What follows belongs to an exercise in optimizing a design on an open flow for small area; a production flow would make more cautious choices.
The RTL was checked by simulation tests, not by an equivalence proof against the original design.
Power figures rest on the tool's default switching activity, not on a simulated workload.

==> inputs of v20 <==
// core
module core (
    input  logic        clk,
    input  logic        rst,       
    input  logic [31:0] instr,
    output logic [4:0]  dbg_rs1,
    output logic [4:0]  dbg_rs2,
    output logic [4:0]  dbg_rd,
    output logic [31:0] dbg_imm,
    output logic [3:0]  dbg_alu_op,
    output logic        dbg_reg_write,
    output logic        dbg_alu_src_imm,
    output logic [31:0] dbg_rs1_data,
    output logic [31:0] dbg_rs2_data,
    output logic [31:0] dbg_alu_b,
    output logic [31:0] dbg_alu_result
);
    logic [4:0]  rs1, rs2, rd;
    logic [31:0] imm;
    logic        reg_write, alu_src_imm;
    logic [3:0]  alu_op;
    logic        sub, sel_sum, sel_p, sel_g, sel_sr, sel_sl, sel_slt, sel_sltu, sra;
    decoder u_dec (
        .instr(instr), .rs1(rs1), .rs2(rs2), .rd(rd), .imm(imm),
        .reg_write(reg_write), .alu_src_imm(alu_src_imm), .alu_op(alu_op),
        .sub(sub), .sel_sum(sel_sum), .sel_p(sel_p), .sel_g(sel_g),
        .sel_sr(sel_sr), .sel_sl(sel_sl), .sel_slt(sel_slt), .sel_sltu(sel_sltu),
        .sra(sra)
    );
    logic [31:0] rs1_data, rs2_data, alu_b, alu_result;
    regfile u_rf (
        .clk(clk),
        .write_enable(reg_write),
        .read_register1(rs1),
        .read_register2(rs2),
        .write_register(rd),
        .write_data(alu_result),
        .read_data1(rs1_data),
        .read_data2(rs2_data)
    );
  ...
clock: 11.0 ns
lec_check: 0
cap_margin: 10
core_margin: 2
core_utilization: 70
place_density: 0.75
setup_slack_margin: 0.15
slew_margin: 10
synth_hierarchical: 1
synth_minimum_keep_size: 0
standard.sh (not shown) runs the stock make flow with config.mk's settings and CLKGATE_MAP_FILE= SYNTH_SCRIPT=/design/flow/synth_recipe.tcl, a recipe that flattens the netlist after the stock synthesis.
==> flow/flow/run.sh <==
#!/bin/bash
# The standard layout (standard.sh), with two changes:
#  - ports are buffered with the smallest buffer (buf_1) instead of clkdlybuf4s50_1,
#  - CTS inserts no dummy loads.
# ORFS's own logs stay under orfs/logs; standard.sh's output goes to standard.log.
set -e
export BUFFER_PORTS_ARGS="-inputs -outputs -buffer_cell sky130_fd_sc_hd__buf_1"
CTS_EXTRA=""
[ -f flow/cts_extra.txt ] && CTS_EXTRA="$(cat flow/cts_extra.txt)"
export CTS_ARGS="-sink_clustering_enable -repair_clock_nets -dont_use_dummy_load $CTS_EXTRA"
bash standard.sh > standard.log 2>&1
==> flow/flow/cts_extra.txt <==
-sink_clustering_size 24 -sink_clustering_max_diameter 120
==> v30 (differences from v20) <==
- CORE_UTILIZATION: 70 -> 60
- PLACE_DENSITY: 0.75 -> default
- SETUP_SLACK_MARGIN: 0.15 -> 0.1
==> v29 (differences from v20) <==
- CAP_MARGIN: 10 -> 5
- CORE_UTILIZATION: 70 -> 60
- GPL_TIMING_DRIVEN: default -> 0
- PLACE_DENSITY: 0.75 -> default
- SETUP_SLACK_MARGIN: 0.15 -> 0.1
- SLEW_MARGIN: 10 -> 5
==> qor summary <==
Result of the run: v30 no timing/DRC/antenna violations; v29 finished with violations; v20 no timing/DRC/antenna violations
Reasons for failing layout checks: v30 -; v29 negative setup slack; v20 -
Final period util: v30 97.7%; v29 100%; v20 98.0%
Met2 track utilization from global routing: v30 66.2%; v29 69.3%; v20 73.4%
Critical Path Max Stage Delay: v30 600 ps; v29 590 ps; v20 570 ps
Post-CTS sizing: v30 0; v29 41; v20 0
Global-route track usage on met3: v30 19.8%; v29 18.9%; v20 24.8%
Met1 WL: v30 54000 um; v29 57200 um; v20 49400 um
Global-route wire length before repair: v30 230000 um; v29 244000 um; v20 230000 um
Area of the multi-input gates: v30 14200 um2; v29 14500 um2; v20 14000 um2
Tapcells inserted: v30 959; v29 959; v20 846
Worst hold start: v30 u_rf.regs[31][27]; v29 u_rf.regs[31][21]; v20 u_rf.regs[31][8]
Fill cells: v30 5081; v29 4776; v20 3614
Count of inserted antenna diode cells: v30 9; v29 3; v20 9
Min Tclk post-route: v30 10750 ps; v29 11010 ps; v20 10780 ps
Number of standard cells in the final layout excluding fillers: v30 4015; v29 4045; v20 3914
Combinational group power: v30 2.21 mW; v29 2.35 mW; v20 2.25 mW

========
==> build 97: inputs <==
==> flow/design.v <==
module decoder (
    input  logic [31:0] instr,
    output logic [4:0]  rs1,
    output logic [4:0]  rs2,
    output logic [4:0]  rd,
    output logic [31:0] imm,
    output logic        reg_write,
    output logic        alu_src_imm,
    output logic [3:0]  alu_op,
    output logic        sub,        
    output logic        sel_sum,    
    output logic        sel_p,      
    output logic        sel_g,      
    output logic        sel_sr,     
    output logic        sel_sl,     
    output logic        sel_slt,    
    output logic        sel_sltu,   
    output logic        sra         
);
    logic [6:0] opcode;
    logic [2:0] f3;
    logic       is_r, is_i, rw, f7sub, shimm;
    assign opcode = instr[6:0];
    assign rd     = instr[11:7];
    assign f3     = instr[14:12];
    assign rs1    = instr[19:15];
    assign rs2    = instr[24:20];
    assign is_r  = (opcode == 7'b0110011);
    assign is_i  = (opcode == 7'b0010011);
    assign rw    = is_r | is_i;
    assign f7sub = (instr[31:25] == 7'b0100000);
    assign shimm = (f3[1:0] == 2'b01);
    assign reg_write   = rw;
    assign alu_src_imm = is_i;
    assign imm[4:0]   = {5{is_i}} & instr[24:20];
    assign imm[10:5]  = {6{is_i & ~shimm}} & instr[30:25];
    assign imm[31:11] = {21{is_i & ~shimm & instr[31]}};
    always_comb begin
        alu_op = 4'h0;
        if (rw) begin
            case (f3)
                3'b000: alu_op = (is_r & f7sub) ? 4'h1 : 4'h0;
                3'b111: alu_op = 4'h2;
                3'b110: alu_op = 4'h3;
                3'b100: alu_op = 4'h4;
                3'b001: alu_op = 4'h5;
                3'b101: alu_op = f7sub ? 4'h7 : 4'h6;
                3'b010: alu_op = 4'h8;
                default: alu_op = 4'h9;
            endcase
        end
    end
    assign sub      = rw & ((f3 == 3'b000 & is_r & f7sub) | (f3[2:1] == 2'b01));
    assign sel_sum  = ~rw | (f3 == 3'b000);
    assign sel_p    = rw & (f3 == 3'b100 | f3 == 3'b110);
    assign sel_g    = rw & (f3 == 3'b111 | f3 == 3'b110);
    assign sel_sr   = rw & (f3 == 3'b101);
    assign sel_sl   = rw & (f3 == 3'b001);
    assign sel_slt  = rw & (f3 == 3'b010);
    assign sel_sltu = rw & (f3 == 3'b011);
    assign sra      = f7sub;
endmodule
module regfile (
    input  logic        clk,
    input  logic        write_enable,
    input  logic [4:0]  read_register1,
    input  logic [4:0]  read_register2,
    input  logic [4:0]  write_register,
    input  logic [31:0] write_data,
    output logic [31:0] read_data1,
    output logic [31:0] read_data2
);
    logic [31:0] regs [1:31];
    logic [32*32-1:32] q;       
    logic [31:1] rsel1, rsel2;
    always_comb begin
        for (int r = 1; r < 32; r++) begin
            rsel1[r] = (read_register1 == 5'(r));
            rsel2[r] = (read_register2 == 5'(r));
            q[32*r +: 32] = regs[r];
        end
    end
    always_ff @(posedge clk) begin
        if (write_enable && write_register != 5'd0) regs[write_register] <= write_data;
    end
    rf_read u_rd1 (.sel(rsel1), .q(q), .data(read_data1));
    rf_read u_rd2 (.sel(rsel2), .q(q), .data(read_data2));
endmodule
module rf_read (
    input  logic [31:1]       sel,
    input  logic [32*32-1:32] q,
    output logic [31:0]       data
);
    genvar b, k;
    generate
        for (b = 0; b < 32; b++) begin : gen_bit
            logic [9:0] t;
            for (k = 0; k < 10; k++) begin : gen_aoi
                rf_aoi222 u_aoi (
                    .s0(sel[3*k+1]), .d0(q[32*(3*k+1)+b]),
                    .s1(sel[3*k+2]), .d1(q[32*(3*k+2)+b]),
                    .s2(sel[3*k+3]), .d2(q[32*(3*k+3)+b]),
                    .y (t[k])
                );
            end
            rf_or u_or (.t(t), .s(sel[31]), .d(q[32*31+b]), .y(data[b]));
        end
    endgenerate
endmodule
module rf_aoi222 (
    input  logic s0, d0, s1, d1, s2, d2,
    output logic y
);
    assign y = ~((s0 & d0) | (s1 & d1) | (s2 & d2));
endmodule
module rf_or (
    input  logic [9:0] t,
    input  logic       s,
    input  logic       d,
    output logic       y
);
    assign y = ~(&t) | (s & d);
endmodule
module alu (
    input  logic [31:0] a,
    input  logic [31:0] b,
    input  logic        sub,
    input  logic        sel_sum,
    input  logic        sel_p,
    input  logic        sel_g,
    input  logic        sel_sr,
    input  logic        sel_sl,
    input  logic        sel_slt,
    input  logic        sel_sltu,
    input  logic        sra,
    output logic [31:0] result
);
    logic [31:0] p, g, sum, s5;
    logic        cout;
    alu_add u_add (.a(a), .b(b), .sub(sub), .p(p), .g(g), .sum(sum), .cout(cout));
    alu_shift u_sh (.a(a), .shamt(b[4:0]), .sel_sl(sel_sl), .sra(sra), .s(s5));
    alu_res u_res (.sum(sum), .p(p), .g(g), .s(s5), .cout(cout),
                   .sel_sum(sel_sum), .sel_p(sel_p), .sel_g(sel_g), .sel_sr(sel_sr),
                   .sel_sl(sel_sl), .sel_slt(sel_slt), .sel_sltu(sel_sltu), .result(result));
endmodule
module alu_add (
    input  logic [31:0] a,
    input  logic [31:0] b,
    input  logic        sub,
    output logic [31:0] p,
    output logic [31:0] g,
    output logic [31:0] sum,
    output logic        cout
);
    logic [31:0] bx;
    assign bx = b ^ {32{sub}};
    assign p  = a ^ bx;
    assign g  = a & bx;
    logic [31:0] G, P;
    logic [32:0] c;
    always_comb begin
        G = g;
        P = p;
        G[0] = g[0] | (p[0] & sub);
        for (int d = 1; d < 32; d = d * 2) begin
            for (int i = 2 * d - 1; i < 32; i = i + 2 * d) begin
                G[i] = G[i] | (P[i] & G[i - d]);
                P[i] = P[i] & P[i - d];
            end
        end
        for (int d = 8; d >= 1; d = d / 2) begin
            for (int i = 3 * d - 1; i < 32; i = i + 2 * d) begin
                G[i] = G[i] | (P[i] & G[i - d]);
                P[i] = P[i] & P[i - d];
            end
        end
        c[0] = sub;
        for (int i = 0; i < 32; i++) c[i + 1] = G[i];
    end
    assign sum  = p ^ c[31:0];
    assign cout = c[32];
endmodule
module alu_shift (
    input  logic [31:0] a,
    input  logic [4:0]  shamt,
    input  logic        sel_sl,
    input  logic        sra,
    output logic [31:0] s
);
    logic [5:0][31:0] st;    
    logic        fill;
    logic [4:0]  fk, nsh, sf;
    assign fill = sra & a[31] & ~sel_sl;
    genvar i, k;
    generate
        for (i = 0; i < 32; i++) begin : gen_rev
            sh_mux2i u_m (.s(sel_sl), .d0(a[i]), .d1(a[31 - i]), .y(st[0][i]));
        end
        for (k = 0; k < 5; k++) begin : gen_stage
            assign fk[k]  = (k % 2 == 0) ? ~fill : fill;
            assign nsh[k] = ~shamt[k];
            assign sf[k]  = shamt[k] & fk[k];
            for (i = 0; i < 32; i++) begin : gen_bit
                if (i + (1 << k) < 32) begin : g_mux
                    sh_mux2i u_m (.s(shamt[k]), .d0(st[k][i]), .d1(st[k][i + (1 << k)]), .y(st[k + 1][i]));
                end else begin : g_fill
                    sh_fill u_f (.ns(nsh[k]), .x(st[k][i]), .sf(sf[k]), .y(st[k + 1][i]));
                end
            end
        end
    endgenerate
    assign s = st[5];
endmodule
module sh_mux2i (
    input  logic s,
    input  logic d0,
    input  logic d1,
    output logic y
);
    assign y = ~(s ? d1 : d0);
endmodule
module sh_fill (
    input  logic ns,
    input  logic x,
    input  logic sf,
    output logic y
);
    assign y = ~((ns & x) | sf);
endmodule
module alu_res (
    input  logic [31:0] sum,
    input  logic [31:0] p,
    input  logic [31:0] g,
    input  logic [31:0] s,
    input  logic        cout,
    input  logic        sel_sum,
    input  logic        sel_p,
    input  logic        sel_g,
    input  logic        sel_sr,
    input  logic        sel_sl,
    input  logic        sel_slt,
    input  logic        sel_sltu,
    output logic [31:0] result
);
    logic slt, sltu;
    assign slt  = p[31] ^ cout;
    assign sltu = ~cout;
    always_comb begin
        for (int i = 0; i < 32; i++) begin
            result[i] = (sel_sum & sum[i]) | (sel_p & p[i]) | (sel_g & g[i]) |
                        (sel_sr & s[i]) | (sel_sl & s[31 - i]);
        end
        result[0] = result[0] | (sel_slt & slt) | (sel_sltu & sltu);
    end
endmodule
module core (
    input  logic        clk,
    input  logic        rst,       
    input  logic [31:0] instr,
    output logic [4:0]  dbg_rs1,
    output logic [4:0]  dbg_rs2,
    output logic [4:0]  dbg_rd,
    output logic [31:0] dbg_imm,
    output logic [3:0]  dbg_alu_op,
    output logic        dbg_reg_write,
    output logic        dbg_alu_src_imm,
    output logic [31:0] dbg_rs1_data,
    output logic [31:0] dbg_rs2_data,
    output logic [31:0] dbg_alu_b,
    output logic [31:0] dbg_alu_result
);
    logic [4:0]  rs1, rs2, rd;
    logic [31:0] imm;
    logic        reg_write, alu_src_imm;
    logic [3:0]  alu_op;
    logic        sub, sel_sum, sel_p, sel_g, sel_sr, sel_sl, sel_slt, sel_sltu, sra;
    decoder u_dec (
        .instr(instr), .rs1(rs1), .rs2(rs2), .rd(rd), .imm(imm),
        .reg_write(reg_write), .alu_src_imm(alu_src_imm), .alu_op(alu_op),
        .sub(sub), .sel_sum(sel_sum), .sel_p(sel_p), .sel_g(sel_g),
        .sel_sr(sel_sr), .sel_sl(sel_sl), .sel_slt(sel_slt), .sel_sltu(sel_sltu),
        .sra(sra)
    );
    logic [31:0] rs1_data, rs2_data, alu_b, alu_result;
    regfile u_rf (
        .clk(clk),
        .write_enable(reg_write),
        .read_register1(rs1),
        .read_register2(rs2),
        .write_register(rd),
        .write_data(alu_result),
        .read_data1(rs1_data),
        .read_data2(rs2_data)
    );
    alu_bsel u_bsel (.is_imm(alu_src_imm), .imm(imm), .rs2(rs2_data), .b(alu_b));
    alu u_alu (
        .a(rs1_data), .b(alu_b),
        .sub(sub), .sel_sum(sel_sum), .sel_p(sel_p), .sel_g(sel_g),
        .sel_sr(sel_sr), .sel_sl(sel_sl), .sel_slt(sel_slt), .sel_sltu(sel_sltu),
        .sra(sra), .result(alu_result)
    );
    assign dbg_rs1         = rs1;
    assign dbg_rs2         = rs2;
    assign dbg_rd          = rd;
    assign dbg_imm         = imm;
    assign dbg_alu_op      = alu_op;
    assign dbg_reg_write   = reg_write;
    assign dbg_alu_src_imm = alu_src_imm;
    assign dbg_rs1_data    = rs1_data;
    assign dbg_rs2_data    = rs2_data;
    assign dbg_alu_b       = alu_b;
    assign dbg_alu_result  = alu_result;
endmodule
module alu_bsel (
    input  logic        is_imm,
    input  logic [31:0] imm,
    input  logic [31:0] rs2,
    output logic [31:0] b
);
    assign b = (rs2 & {32{~is_imm}}) | imm;
endmodule
==> flow/flow/run.sh <==
#!/bin/bash
# The standard layout (standard.sh), with two changes:
#  - ports are buffered with the smallest buffer (buf_1) instead of clkdlybuf4s50_1,
#  - CTS inserts no dummy loads.
# ORFS's own logs stay under orfs/logs; standard.sh's output goes to standard.log.
set -e
export BUFFER_PORTS_ARGS="-inputs -outputs -buffer_cell sky130_fd_sc_hd__buf_1"
CTS_EXTRA=""
[ -f flow/cts_extra.txt ] && CTS_EXTRA="$(cat flow/cts_extra.txt)"
export CTS_ARGS="-sink_clustering_enable -repair_clock_nets -dont_use_dummy_load $CTS_EXTRA"
bash standard.sh > standard.log 2>&1
==> flow/flow/cts_extra.txt <==
-sink_clustering_size 24 -sink_clustering_max_diameter 120
==> flow/standard.sh <==
#!/bin/bash
# synth_recipe.tcl (not shown) runs the flow's synth.tcl, then flattens the netlist and writes it again
# the make line also repeats each setting of config.mk as NAME=value (left out here)
make -C /OpenROAD-flow-scripts/flow DESIGN_CONFIG=/design/flow/config.mk WORK_HOME=/design/flow/orfs CLKGATE_MAP_FILE= SYNTH_SCRIPT=/design/flow/synth_recipe.tcl "${@:-finish}"
==> flow/config.mk <==
export PLATFORM = sky130hd
export DESIGN_NAME = core
export DESIGN_NICKNAME = core
export VERILOG_FILES = /design/flow/design.v
export SDC_FILE = /design/flow/constraint.sdc
export NUM_CORES = 4
export LEC_CHECK = 0
export CAP_MARGIN = 10
export CORE_MARGIN = 2
export CORE_UTILIZATION = 65
export PLACE_DENSITY = 0.7
export SETUP_SLACK_MARGIN = 0.15
export SLEW_MARGIN = 10
export SYNTH_HIERARCHICAL = 1
export SYNTH_MINIMUM_KEEP_SIZE = 0
==> flow/constraint.sdc <==
create_clock -name core_clock -period 11.0 [get_ports {clk}]
set_input_delay 2.2000 -clock core_clock [delete_from_list [all_inputs] [get_ports {clk}]]
set_output_delay 2.2000 -clock core_clock [all_outputs]
set_load 0.01 [all_outputs]
==> build 17 (differences from build 97) <==
==> flow/design.v, changed modules only <==
module alu (
    input  logic [31:0] a,
    input  logic [31:0] b,
    input  logic        sub,
    input  logic        sel_sum,
    input  logic        sel_p,
    input  logic        sel_g,
    input  logic        sel_sr,
    input  logic        sel_sl,
    input  logic        sel_slt,
    input  logic        sel_sltu,
    input  logic        sra,
    output logic [31:0] result
);
    logic [31:0] bx, p, g;
    assign bx = b ^ {32{sub}};
    assign p  = a ^ bx;
    assign g  = a & bx;
    logic [31:0] G, P;
    logic [32:0] c;
    always_comb begin
        G = g;
        P = p;
        G[0] = g[0] | (p[0] & sub);
        for (int d = 1; d < 32; d = d * 2) begin
            for (int i = 2 * d - 1; i < 32; i = i + 2 * d) begin
                G[i] = G[i] | (P[i] & G[i - d]);
                P[i] = P[i] & P[i - d];
            end
        end
        for (int d = 8; d >= 1; d = d / 2) begin
            for (int i = 3 * d - 1; i < 32; i = i + 2 * d) begin
                G[i] = G[i] | (P[i] & G[i - d]);
                P[i] = P[i] & P[i - d];
            end
        end
        c[0] = sub;
        for (int i = 0; i < 32; i++) c[i + 1] = G[i];
    end
    logic [31:0] sum;
    assign sum = p ^ c[31:0];
    logic slt, sltu;
    assign slt  = p[31] ^ c[32];
    assign sltu = ~c[32];
    logic [31:0] ar, s0, s1, s2, s3, s4, s5;
    logic        fill;
    always_comb begin
        for (int i = 0; i < 32; i++) ar[i] = sel_sl ? a[31 - i] : a[i];
    end
    assign fill = sra & a[31] & ~sel_sl;
    assign s0 = ar;
    always_comb begin
        for (int i = 0; i < 32; i++) begin
            s1[i] = b[0] ? ((i + 1  < 32) ? s0[(i + 1) % 32]  : fill) : s0[i];
        end
        for (int i = 0; i < 32; i++) begin
            s2[i] = b[1] ? ((i + 2  < 32) ? s1[(i + 2) % 32]  : fill) : s1[i];
        end
        for (int i = 0; i < 32; i++) begin
            s3[i] = b[2] ? ((i + 4  < 32) ? s2[(i + 4) % 32]  : fill) : s2[i];
        end
        for (int i = 0; i < 32; i++) begin
            s4[i] = b[3] ? ((i + 8  < 32) ? s3[(i + 8) % 32]  : fill) : s3[i];
        end
        for (int i = 0; i < 32; i++) begin
            s5[i] = b[4] ? ((i + 16 < 32) ? s4[(i + 16) % 32] : fill) : s4[i];
        end
    end
    always_comb begin
        for (int i = 0; i < 32; i++) begin
            result[i] = (sel_sum & sum[i]) | (sel_p & p[i]) | (sel_g & g[i]) |
                        (sel_sr & s5[i]) | (sel_sl & s5[31 - i]);
        end
        result[0] = result[0] | (sel_slt & slt) | (sel_sltu & sltu);
    end
endmodule
// module alu_add removed
// module alu_shift removed
// module sh_mux2i removed
// module sh_fill removed
// module alu_res removed
==> flow/flow/run.sh (replaced) <==
#!/bin/bash
# The standard layout (standard.sh), with three changes:
#  - ports are buffered with the smallest buffer (buf_1) instead of clkdlybuf4s50_1,
#  - CTS inserts no dummy loads,
#  - after global routing, gates with positive slack are downsized (RECOVER_POWER).
# ORFS's own logs stay under orfs/logs; standard.sh's output goes to standard.log.
set -e
export BUFFER_PORTS_ARGS="-inputs -outputs -buffer_cell sky130_fd_sc_hd__buf_1"
export CTS_ARGS="-sink_clustering_enable -repair_clock_nets -dont_use_dummy_load -buf_list {sky130_fd_sc_hd__clkbuf_4 sky130_fd_sc_hd__clkbuf_8}"
export RECOVER_POWER=100
bash standard.sh > standard.log 2>&1
--- a/flow/config.mk
+++ b/flow/config.mk
@@ -10,3 +10,2 @@
 export CORE_UTILIZATION = 65
-export PLACE_DENSITY = 0.7
 export SETUP_SLACK_MARGIN = 0.15
removed: flow/flow/cts_extra.txt
==> build 41 (differences from build 97) <==
==> flow/design.v, changed modules only <==
module alu (
    input  logic [31:0] a,
    input  logic [31:0] b,
    input  logic        sub,
    input  logic        sel_sum,
    input  logic        sel_p,
    input  logic        sel_g,
    input  logic        sel_sr,
    input  logic        sel_sl,
    input  logic        sel_slt,
    input  logic        sel_sltu,
    input  logic        sra,
    output logic [31:0] result
);
    logic [31:0] bx, p, g;
    assign bx = b ^ {32{sub}};
    assign p  = a ^ bx;
    assign g  = a & bx;
    logic [31:0] G, P;
    logic [32:0] c;
    always_comb begin
        G = g;
        P = p;
        G[0] = g[0] | (p[0] & sub);
        for (int d = 1; d < 32; d = d * 2) begin
            for (int i = 2 * d - 1; i < 32; i = i + 2 * d) begin
                G[i] = G[i] | (P[i] & G[i - d]);
                P[i] = P[i] & P[i - d];
            end
        end
        for (int d = 8; d >= 1; d = d / 2) begin
            for (int i = 3 * d - 1; i < 32; i = i + 2 * d) begin
                G[i] = G[i] | (P[i] & G[i - d]);
                P[i] = P[i] & P[i - d];
            end
        end
        c[0] = sub;
        for (int i = 0; i < 32; i++) c[i + 1] = G[i];
    end
    logic [31:0] sum;
    assign sum = p ^ c[31:0];
    logic slt, sltu;
    assign slt  = p[31] ^ c[32];
    assign sltu = ~c[32];
    logic [31:0] ar, s0, s1, s2, s3, s4, s5;
    logic        fill;
    always_comb begin
        for (int i = 0; i < 32; i++) ar[i] = sel_sl ? a[31 - i] : a[i];
    end
    assign fill = sra & a[31] & ~sel_sl;
    assign s0 = ar;
    always_comb begin
        for (int i = 0; i < 32; i++) begin
            s1[i] = b[0] ? ((i + 1  < 32) ? s0[(i + 1) % 32]  : fill) : s0[i];
        end
        for (int i = 0; i < 32; i++) begin
            s2[i] = b[1] ? ((i + 2  < 32) ? s1[(i + 2) % 32]  : fill) : s1[i];
        end
        for (int i = 0; i < 32; i++) begin
            s3[i] = b[2] ? ((i + 4  < 32) ? s2[(i + 4) % 32]  : fill) : s2[i];
        end
        for (int i = 0; i < 32; i++) begin
            s4[i] = b[3] ? ((i + 8  < 32) ? s3[(i + 8) % 32]  : fill) : s3[i];
        end
        for (int i = 0; i < 32; i++) begin
            s5[i] = b[4] ? ((i + 16 < 32) ? s4[(i + 16) % 32] : fill) : s4[i];
        end
    end
    always_comb begin
        for (int i = 0; i < 32; i++) begin
            result[i] = (sel_sum & sum[i]) | (sel_p & p[i]) | (sel_g & g[i]) |
                        (sel_sr & s5[i]) | (sel_sl & s5[31 - i]);
        end
        result[0] = result[0] | (sel_slt & slt) | (sel_sltu & sltu);
    end
endmodule
module core (
    input  logic        clk,
    input  logic        rst,       
    input  logic [31:0] instr,
    output logic [4:0]  dbg_rs1,
    output logic [4:0]  dbg_rs2,
    output logic [4:0]  dbg_rd,
    output logic [31:0] dbg_imm,
    output logic [3:0]  dbg_alu_op,
    output logic        dbg_reg_write,
    output logic        dbg_alu_src_imm,
    output logic [31:0] dbg_rs1_data,
    output logic [31:0] dbg_rs2_data,
    output logic [31:0] dbg_alu_b,
    output logic [31:0] dbg_alu_result
);
    logic [4:0]  rs1, rs2, rd;
    logic [31:0] imm;
    logic        reg_write, alu_src_imm;
    logic [3:0]  alu_op;
    logic        sub, sel_sum, sel_p, sel_g, sel_sr, sel_sl, sel_slt, sel_sltu, sra;
    decoder u_dec (
        .instr(instr), .rs1(rs1), .rs2(rs2), .rd(rd), .imm(imm),
        .reg_write(reg_write), .alu_src_imm(alu_src_imm), .alu_op(alu_op),
        .sub(sub), .sel_sum(sel_sum), .sel_p(sel_p), .sel_g(sel_g),
        .sel_sr(sel_sr), .sel_sl(sel_sl), .sel_slt(sel_slt), .sel_sltu(sel_sltu),
        .sra(sra)
    );
    logic [31:0] rs1_data, rs2_data, alu_b, alu_result;
    regfile u_rf (
        .clk(clk),
        .write_enable(reg_write),
        .read_register1(rs1),
        .read_register2(rs2),
        .write_register(rd),
        .write_data(alu_result),
        .read_data1(rs1_data),
        .read_data2(rs2_data)
    );
    assign alu_b = alu_src_imm ? imm : rs2_data;
    alu u_alu (
        .a(rs1_data), .b(alu_b),
        .sub(sub), .sel_sum(sel_sum), .sel_p(sel_p), .sel_g(sel_g),
        .sel_sr(sel_sr), .sel_sl(sel_sl), .sel_slt(sel_slt), .sel_sltu(sel_sltu),
        .sra(sra), .result(alu_result)
    );
    assign dbg_rs1         = rs1;
    assign dbg_rs2         = rs2;
    assign dbg_rd          = rd;
    assign dbg_imm         = imm;
    assign dbg_alu_op      = alu_op;
    assign dbg_reg_write   = reg_write;
    assign dbg_alu_src_imm = alu_src_imm;
    assign dbg_rs1_data    = rs1_data;
    assign dbg_rs2_data    = rs2_data;
    assign dbg_alu_b       = alu_b;
    assign dbg_alu_result  = alu_result;
endmodule
// module alu_add removed
// module alu_shift removed
// module sh_mux2i removed
// module sh_fill removed
// module alu_res removed
// module alu_bsel removed
==> flow/run.sh (new file) <==
#!/bin/bash
# synth_recipe.tcl (not shown) runs the flow's synth.tcl, then flattens the netlist and writes it again
# the make line also repeats each setting of config.mk as NAME=value (left out here)
make -C /OpenROAD-flow-scripts/flow DESIGN_CONFIG=/design/flow/config.mk WORK_HOME=/design/flow/orfs CLKGATE_MAP_FILE= SYNTH_SCRIPT=/design/flow/synth_recipe.tcl finish
--- a/flow/config.mk
+++ b/flow/config.mk
@@ -7,8 +7,7 @@
 export LEC_CHECK = 0
-export CAP_MARGIN = 10
+export CAP_MARGIN = 20
 export CORE_MARGIN = 2
-export CORE_UTILIZATION = 65
-export PLACE_DENSITY = 0.7
-export SETUP_SLACK_MARGIN = 0.15
-export SLEW_MARGIN = 10
+export CORE_UTILIZATION = 55
+export SETUP_SLACK_MARGIN = 0.3
+export SLEW_MARGIN = 20
 export SYNTH_HIERARCHICAL = 1
removed: flow/flow/run.sh
removed: flow/flow/cts_extra.txt
removed: flow/standard.sh
==> qor summary <==
quantity	build 97	build 17	build 41
Mean instance size in the synthesized netlist	16.4 sq um	15.9 sq um	15.9 sq um
Cell-internal power	6.13 mW	6.66 mW	7.70 mW
Via count of the first global-routing pass	33489	34891	36511
Top-area cell type share of the netlist area	0.675	0.667	0.663
Met2 WL	72400 um	73500 um	83400 um
Net count after synthesis	2766	2898	2898
Layout clock buffer count	47	151	115
Status	finished clean	failed layout checks	finished clean
Layout check failures	-	max-capacitance violations, max-slew violations	-
Slowest stage cell, crit path	nor2_2	a2111o_1	fa_1
Relative slew slack	0.290	-1.19	0.405
Worst setup margin	0.255 ns	0.133 ns	0.351 ns
Seq area share	0.613	0.585	0.517
Multi-input combinational cell area	14000 sq um	14700 sq um	15300 sq um
Well tap count	873	882	1060
Core Box Area	67200 sq um	68300 sq um	80700 sq um
Transition time at the pin with the least slew margin	1.06 ns	3.28 ns	0.892 ns
Worst Hold Margin	1.37 ns	1.69 ns	1.47 ns

==> static timing again, ports no longer ideal <==
The flow's constraints put no driver on any port. The routed layouts listed below were extracted and timed again, unchanged, in two steps.
Step 1 sets driving cells, clkbuf_16 on the clock port and buf_2 on the other inputs (assumed; they add their load-dependent delay and slew).
Step 2 also shifts input and output timing later by t, the mid clock arrival at the registers, as if the neighbouring blocks saw the same clock.
Three values: ideal ports, drivers, drivers and shift; two values: the first two.
run | t, ns | setup WS [ns] | worst setup path at the end | worst register clock-pin slew, ns
v20 | 0.683 | 0.216 / 0.179 / 0.179 | input to output | 0.10 / 0.10
v30 | 0.673 | 0.249 / 0.226 / 0.226 | input to output | 0.10 / 0.10
v29 | 0.695 | -0.007 / -0.032 / -0.032 | input to output | 0.11 / 0.11
build 97 | 0.671 | 0.255 / 0.228 / 0.228 | input to output | 0.10 / 0.10
build 17 | 0.846 | 0.133 / 0.112 / 0.112 | input to output | 0.10 / 0.10
build 41 | 0.724 | 0.351 / 0.299 / 0.299 | input to output | 0.07 / 0.07
For build 41, which loses most, drivers alone change the setup slack by -0.052 ns; drivers and shift together by -0.052 ns.
